Context: an optimization exercise on an open-source flow, tuned for small area. The choices shown serve that exercise and are no tape-out recipe. The RTL was checked by simulation tests, not by an equivalence proof against the original design.

==> 03-05: inputs <==
==> flow/design.v <==
module matrix2 (clk,reset,segout,scanout);
input clk,reset;
output [7:0] segout;
output [2:0] scanout;
reg [2:0] a;
reg [2:0] s;
reg [6:0] u;
reg p;           
reg [6:0] i;     
wire [7:0] seg;
wire [2:0] scan = s;
wire ta   = a[0] & a[1] & a[2];
wire ts   = ta & s[0] & s[1] & s[2];
wire last = u[6] & u[4] & u[3] & u[2] & u[1] & u[0];
wire wrap = ta & s[1] & last;
wire clr  = wrap | ~reset;
wire step = wrap & ~p;
wire iend = i[6] & i[1];
wire u1 = ts & u[0];
wire u2 = u1 & u[1];
wire u3 = u2 & u[2];
wire u4 = u3 & u[3];
wire u5 = u4 & u[4];
wire u6 = u5 & u[5];
wire i1 = step & i[0];
wire i2 = i1 & i[1];
wire i3 = i2 & i[2];
wire i4 = i3 & i[3];
wire i5 = i4 & i[4];
wire i6 = i5 & i[5];
always @(posedge clk) begin
  a <= {a[2] ^ (a[1] & a[0]), a[1] ^ a[0], ~a[0]} & {3{reset}};
  s <= {s[2] ^ (ta & s[1] & s[0]), s[1] ^ (ta & s[0]), s[0] ^ ta} & {3{~clr}};
  u <= (u ^ {u6, u5, u4, u3, u2, u1, ts}) & {7{~clr}};
  p <= (p ^ wrap) & reset;
  if (!reset)
    i <= 7'd0;
  else if (step & iend)
    i <= 7'd1;
  else
    i <= i ^ {i6, i5, i4, i3, i2, i1, step};
end
  wire n19, n20, n21, n22, n23, n24, n25,
    n26, n27, n28, n29, n30, n31, n32, n33,
    n34, n35, n36, n37, n38, n39, n40, n41,
    n42, n43, n44, n45, n46, n47, n48, n49,
    n50, n51, n52, n53, n54, n55, n56, n57,
    n58, n59, n60, n61, n62, n63, n64, n66,
    n67, n68, n69, n70, n71, n72, n73, n74,
    n75, n76, n77, n78, n79, n80, n81, n82,
    n83, n84, n85, n86, n87, n88, n89, n90,
    n91, n92, n93, n94, n95, n96, n97, n98,
    n99, n100, n101, n102, n103, n104, n105,
    n106, n107, n108, n109, n110, n111, n112,
    n113, n114, n115, n116, n117, n118, n119,
    n120, n121, n122, n123, n124, n125, n126,
    n127, n128, n129, n130, n131, n132, n133,
    n134, n135, n136, n137, n138, n139, n140,
    n141, n142, n143, n144, n145, n146, n147,
    n148, n150, n151, n152, n153, n154, n155,
    n156, n157, n158, n159, n160, n162, n163,
    n164, n165, n166, n167, n168, n169, n170,
    n171, n172, n173, n174, n175, n176, n177,
    n178, n179, n180, n181, n182, n183, n184,
    n185, n186, n187, n188, n190, n191, n192,
    n193, n194, n195, n196, n197, n198, n199,
    n200, n201, n202, n203, n204, n205, n206,
    n207, n208, n209, n210, n211, n212, n213,
    n214, n215, n216, n217, n218, n219, n220,
    n221, n222, n224, n225, n226, n227, n228,
    n229, n230, n231, n232, n233, n234, n235,
    n236, n237, n238, n239, n240, n241, n242,
    n243, n244, n245, n246, n247, n248, n249,
    n250, n251, n252, n254, n255, n256, n257,
    n258, n259, n260, n261, n263, n264, n265,
    n266;
  assign n19 = i[6] & scan[2];
  assign n20 = ~i[1] & ~i[0];
  assign n21 = ~scan[0] & ~n20;
  assign n22 = scan[0] & n20;
  assign n23 = ~n21 & ~n22;
  assign n24 = n19 & n23;
  assign n25 = scan[1] & n24;
  assign n26 = ~i[4] & ~i[3];
  assign n27 = ~i[5] & n26;
  assign n28 = i[1] & i[0];
  assign n29 = ~i[2] & ~n28;
  assign n30 = n27 & n29;
  assign n31 = i[6] & ~n30;
  assign n32 = ~n25 & ~n31;
  assign n33 = ~scan[1] & ~scan[0];
  assign n34 = scan[1] & scan[0];
  assign n35 = ~n33 & ~n34;
  assign n36 = ~n23 & n35;
  assign n37 = n19 & n36;
  assign n38 = n32 & ~n37;
  assign n39 = i[2] & ~n20;
  assign n40 = n27 & ~n39;
  assign n41 = ~scan[0] & ~n26;
  assign n42 = ~i[0] & scan[0];
  assign n43 = i[0] & ~scan[0];
  assign n44 = ~n42 & ~n43;
  assign n45 = i[2] & i[1];
  assign n46 = n26 & n45;
  assign n47 = ~n44 & n46;
  assign n48 = ~n41 & ~n47;
  assign n49 = i[5] & ~n35;
  assign n50 = ~n48 & n49;
  assign n51 = ~n40 & ~n50;
  assign n52 = i[1] & ~scan[1];
  assign n53 = ~n42 & n52;
  assign n54 = n27 & ~n53;
  assign n55 = ~i[5] & ~i[2];
  assign n56 = ~i[4] & n55;
  assign n57 = ~i[1] & scan[1];
  assign n58 = n42 & n57;
  assign n59 = n56 & n58;
  assign n60 = ~n54 & ~n59;
  assign n61 = scan[2] & ~n60;
  assign n62 = ~scan[2] & n60;
  assign n63 = ~n61 & ~n62;
  assign n64 = n51 & n63;
  assign seg[7] = n38 & ~n64;
  assign n66 = ~i[3] & ~i[2];
  assign n67 = ~scan[0] & ~n66;
  assign n68 = i[4] & i[3];
  assign n69 = ~i[2] & ~scan[2];
  assign n70 = i[5] & n69;
  assign n71 = ~n26 & ~n33;
  assign n72 = n20 & ~n71;
  assign n73 = n70 & n72;
  assign n74 = n68 & n73;
  assign n75 = ~scan[2] & ~n57;
  assign n76 = ~n42 & ~n57;
  assign n77 = ~n52 & ~n76;
  assign n78 = ~n53 & ~n77;
  assign n79 = ~n20 & ~n44;
  assign n80 = ~n78 & n79;
  assign n81 = ~n75 & ~n80;
  assign n82 = ~n52 & ~n57;
  assign n83 = n44 & ~n82;
  assign n84 = i[4] & ~i[3];
  assign n85 = ~n83 & n84;
  assign n86 = n81 & n85;
  assign n87 = scan[2] & n22;
  assign n88 = n55 & ~n87;
  assign n89 = n86 & n88;
  assign n90 = n44 & n89;
  assign n91 = ~n74 & ~n90;
  assign n92 = scan[2] & scan[1];
  assign n93 = ~i[5] & n68;
  assign n94 = ~i[5] & i[2];
  assign n95 = i[4] & n94;
  assign n96 = ~n93 & ~n95;
  assign n97 = n92 & ~n96;
  assign n98 = ~n28 & ~n52;
  assign n99 = n84 & n98;
  assign n100 = i[0] & n33;
  assign n101 = n70 & n100;
  assign n102 = n99 & n101;
  assign n103 = i[5] & i[4];
  assign n104 = scan[2] & n103;
  assign n105 = scan[0] & n104;
  assign n106 = ~n102 & ~n105;
  assign n107 = ~n97 & n106;
  assign n108 = n91 & n107;
  assign n109 = ~n67 & ~n108;
  assign n110 = ~i[4] & i[3];
  assign n111 = i[2] & scan[2];
  assign n112 = ~n69 & ~n111;
  assign n113 = ~n77 & n112;
  assign n114 = i[2] & ~scan[2];
  assign n115 = n77 & ~n114;
  assign n116 = i[5] & ~n115;
  assign n117 = ~n113 & n116;
  assign n118 = n83 & n117;
  assign n119 = ~i[5] & n114;
  assign n120 = ~n70 & ~n119;
  assign n121 = i[1] & ~n120;
  assign n122 = n78 & n121;
  assign n123 = ~n118 & ~n122;
  assign n124 = n110 & ~n123;
  assign n125 = n44 & n124;
  assign n126 = ~n109 & ~n125;
  assign n127 = ~i[5] & ~n126;
  assign n128 = i[5] & n92;
  assign n129 = scan[0] & n26;
  assign n130 = ~n45 & n129;
  assign n131 = n128 & n130;
  assign n132 = n38 & ~n131;
  assign n133 = ~n127 & n132;
  assign n134 = n81 & n117;
  assign n135 = n110 & n134;
  assign n136 = n35 & n70;
  assign n137 = ~n34 & ~n43;
  assign n138 = n119 & n137;
  assign n139 = ~n136 & ~n138;
  assign n140 = ~i[1] & n110;
  assign n141 = n119 & n140;
  assign n142 = i[0] & n141;
  assign n143 = n51 & ~n142;
  assign n144 = ~n139 & ~n143;
  assign n145 = ~n33 & n104;
  assign n146 = ~n144 & ~n145;
  assign n147 = ~n135 & n146;
  assign n148 = n91 & n147;
  assign seg[6] = n133 & n148;
  assign n150 = n48 & n128;
  assign n151 = ~n31 & ~n150;
  assign n152 = ~scan[1] & n142;
  assign n153 = ~scan[2] & ~scan[1];
  assign n154 = n28 & n153;
  assign n155 = n40 & n154;
  assign n156 = ~n37 & ~n155;
  assign n157 = ~n152 & n156;
  assign n158 = n151 & n157;
  assign n159 = ~n89 & n158;
  assign n160 = ~n124 & n159;
  assign seg[5] = n108 & n160;
  assign n162 = n68 & n117;
  assign n163 = i[1] & n84;
  assign n164 = ~n26 & ~n42;
  assign n165 = ~n163 & ~n164;
  assign n166 = i[5] & ~i[2];
  assign n167 = ~n165 & n166;
  assign n168 = i[3] & ~i[1];
  assign n169 = ~n42 & ~n168;
  assign n170 = n95 & n169;
  assign n171 = ~i[6] & i[1];
  assign n172 = ~scan[0] & n171;
  assign n173 = n56 & n172;
  assign n174 = ~n170 & ~n173;
  assign n175 = ~n167 & n174;
  assign n176 = scan[0] & ~n66;
  assign n177 = n28 & ~n176;
  assign n178 = n153 & ~n177;
  assign n179 = ~n175 & n178;
  assign n180 = ~n73 & ~n141;
  assign n181 = n137 & ~n180;
  assign n182 = ~n56 & ~n95;
  assign n183 = i[3] & n154;
  assign n184 = ~n182 & n183;
  assign n185 = ~n24 & ~n184;
  assign n186 = ~n181 & n185;
  assign n187 = ~n179 & n186;
  assign n188 = ~n162 & n187;
  assign seg[4] = n133 & n188;
  assign n190 = n42 & n141;
  assign n191 = ~n163 & ~n190;
  assign n192 = ~n139 & ~n191;
  assign n193 = i[2] & ~n42;
  assign n194 = n26 & ~n193;
  assign n195 = n128 & ~n194;
  assign n196 = ~n74 & ~n195;
  assign n197 = n32 & n196;
  assign n198 = ~n192 & n197;
  assign n199 = ~n28 & n111;
  assign n200 = ~n21 & n199;
  assign n201 = ~i[1] & scan[0];
  assign n202 = n69 & n201;
  assign n203 = ~n200 & ~n202;
  assign n204 = ~scan[1] & ~n203;
  assign n205 = scan[2] & n52;
  assign n206 = ~i[2] & n205;
  assign n207 = ~n42 & n206;
  assign n208 = scan[1] & ~n20;
  assign n209 = n69 & n208;
  assign n210 = i[1] & n43;
  assign n211 = n209 & ~n210;
  assign n212 = ~n207 & ~n211;
  assign n213 = ~n204 & n212;
  assign n214 = i[5] & n26;
  assign n215 = ~n213 & n214;
  assign n216 = ~i[2] & n44;
  assign n217 = n93 & n216;
  assign n218 = ~scan[2] & n57;
  assign n219 = n217 & n218;
  assign n220 = ~n184 & ~n219;
  assign n221 = ~scan[0] & ~n220;
  assign n222 = ~n215 & ~n221;
  assign seg[3] = n198 & n222;
  assign n224 = scan[1] & ~n166;
  assign n225 = ~scan[1] & ~n94;
  assign n226 = n28 & ~n225;
  assign n227 = ~n224 & n226;
  assign n228 = ~n134 & ~n227;
  assign n229 = ~scan[2] & n84;
  assign n230 = ~n228 & n229;
  assign n231 = ~n44 & ~n137;
  assign n232 = n215 & n231;
  assign n233 = scan[0] & n150;
  assign n234 = n38 & ~n233;
  assign n235 = ~n66 & n145;
  assign n236 = i[5] & ~i[3];
  assign n237 = n199 & n236;
  assign n238 = ~n235 & ~n237;
  assign n239 = ~i[4] & ~n36;
  assign n240 = n99 & ~n100;
  assign n241 = ~n239 & ~n240;
  assign n242 = ~n238 & n241;
  assign n243 = i[2] & n23;
  assign n244 = ~i[5] & ~n243;
  assign n245 = n68 & n92;
  assign n246 = ~n244 & n245;
  assign n247 = n205 & n217;
  assign n248 = ~n219 & ~n247;
  assign n249 = ~n246 & n248;
  assign n250 = ~n242 & n249;
  assign n251 = n234 & n250;
  assign n252 = ~n232 & n251;
  assign seg[2] = ~n230 & n252;
  assign n254 = n86 & n117;
  assign n255 = ~n45 & n78;
  assign n256 = ~n58 & n93;
  assign n257 = ~n255 & n256;
  assign n258 = n202 & n257;
  assign n259 = n32 & ~n131;
  assign n260 = n249 & n259;
  assign n261 = ~n258 & n260;
  assign seg[1] = ~n254 & n261;
  assign n263 = ~n52 & n111;
  assign n264 = ~n206 & ~n263;
  assign n265 = ~n209 & n264;
  assign n266 = n257 & ~n265;
  assign seg[0] = n151 & ~n266;
assign scanout = scan;
assign segout = seg;
endmodule
==> flow/flow/run.sh <==
#!/bin/bash
# Standard ORFS layout, with two changes to how it is made:
#  - synthesis maps logic with an area-oriented ABC script (flow/abc_area.script,
#    used through ABC_AREA=1 from a copy of the ORFS scripts folder);
#  - port buffers use the smallest buffer, sky130_fd_sc_hd__buf_1.
set -euo pipefail
W=$(pwd)
rm -rf "$W/scripts_own"
mkdir -p "$W/scripts_own"
cp -r "$FLOW_HOME/scripts/." "$W/scripts_own/"
cp "$W/flow/abc_area.script" "$W/scripts_own/abc_area.script"
export SCRIPTS_DIR="$W/scripts_own"
export BUFFER_PORTS_ARGS="-buffer_cell sky130_fd_sc_hd__buf_1"
bash "$W/standard.sh" > "$W/standard_flow.log" 2>&1
==> flow/flow/abc_area.script <==
strash
&get -n
&dch -f
&nf -R 1000 -p -F 8 -A 4
&put
topo
stime -c
==> flow/standard.sh <==
#!/bin/bash
# synth_recipe.tcl (not shown) runs the flow's synth.tcl, then flattens the netlist and writes it again
# the make line also repeats each setting of config.mk as NAME=value (left out here)
make -C /OpenROAD-flow-scripts/flow DESIGN_CONFIG=/design/flow/config.mk WORK_HOME=/design/flow/orfs CLKGATE_MAP_FILE= SYNTH_SCRIPT=/design/flow/synth_recipe.tcl "${@:-finish}"
==> flow/config.mk <==
export PLATFORM = sky130hd
export DESIGN_NAME = matrix2
export DESIGN_NICKNAME = matrix2
export VERILOG_FILES = /design/flow/design.v
export SDC_FILE = /design/flow/constraint.sdc
export NUM_CORES = 4
export LEC_CHECK = 0
export ABC_AREA = 1
export CAP_MARGIN = 20
export CORE_MARGIN = 2
export CORE_UTILIZATION = 40
export CTS_BUF_LIST = sky130_fd_sc_hd__clkbuf_4 sky130_fd_sc_hd__clkbuf_8
export CTS_CLUSTER_SIZE = 30
export SLEW_MARGIN = 20
==> flow/constraint.sdc <==
create_clock -name core_clock -period 10.0 [get_ports {clk}]
set_input_delay 2.0000 -clock core_clock [delete_from_list [all_inputs] [get_ports {clk}]]
set_output_delay 2.0000 -clock core_clock [all_outputs]
set_load 0.01 [all_outputs]
==> 06-10: changes against 03-05 <==
==> flow/run.sh (new file) <==
#!/bin/bash
# synth_recipe.tcl (not shown) runs the flow's synth.tcl, then flattens the netlist and writes it again
# the make line also repeats each setting of config.mk as NAME=value (left out here)
make -C /OpenROAD-flow-scripts/flow DESIGN_CONFIG=/design/flow/config.mk WORK_HOME=/design/flow/orfs CLKGATE_MAP_FILE= SYNTH_SCRIPT=/design/flow/synth_recipe.tcl finish
ABC_AREA = not set   (was 1)
removed: flow/flow/run.sh
removed: flow/flow/abc_area.script
removed: flow/standard.sh
==> flow_summary.ini <==
[outcome]
status = complete, no violations

[power_and_ir_drop]
p_seq_share_pct = 60.1
leakage_nw = 0.8074
p_clk_share_pct = 37.6

[die]
dieHeight_microns = 70.30
coreArea_sq_um = 4294

[layout]
fillCellCount = 433
buffers = 12

[placement]
dp_hpwl_microns = 3602

[global_routing]
first_global_vias = 1727

[timing]
holdWs_ns = 0.4227

[route]
routed_wl_microns = 4827
Source of the figures above: 03-05

==> flow_summary.ini <==
[placement]
dp_hpwl_microns = 4050

[timing]
holdWs_ns = 0.4253
hold_viol_final = 0

[outcome]
status = complete, no violations

[synthesis]
synth_seq_cells = 21
synth_nets = 281

[die]
dieHeight_microns = 75.06

[layout]
buffers = 13

[route]
routed_wl_microns = 5619

[power_and_ir_drop]
p_seq_share_pct = 58.1
p_clk_share_pct = 39.4

[global_routing]
first_global_vias = 1859
Source of the figures above: 06-10

port drivers added, routing unchanged:
The results above use ideal ports. As a check the final layouts listed here were re-extracted and re-timed, cells and wires unchanged. Step 1 assumes that a clkbuf_16 drives the clock port and a buf_2 every other input. Step 2 adds t to the input delays and takes it off the output delays; t is the mean of the earliest and latest rising clock arrival at the registers after step 1. Input paths then give back, and output paths get back, about the clock's delay inside the block. a / b / c = no drivers / after step 1 / after step 2; a / b = the first two.
run	shift t [ns]	setup slack, ns	hold WS [ns]	latest minus earliest clock arrival (ns)	worst slew at a driven data input, ns
03-05	0.277	4.268 / 4.244 / 4.520	0.423 / 0.423 / 0.423	0.005 / 0.005	0.03
06-10	0.282	4.489 / 4.467 / 4.750	0.425 / 0.425 / 0.425	0.006 / 0.005	0.03
After both steps setup and hold are still met in every run listed.
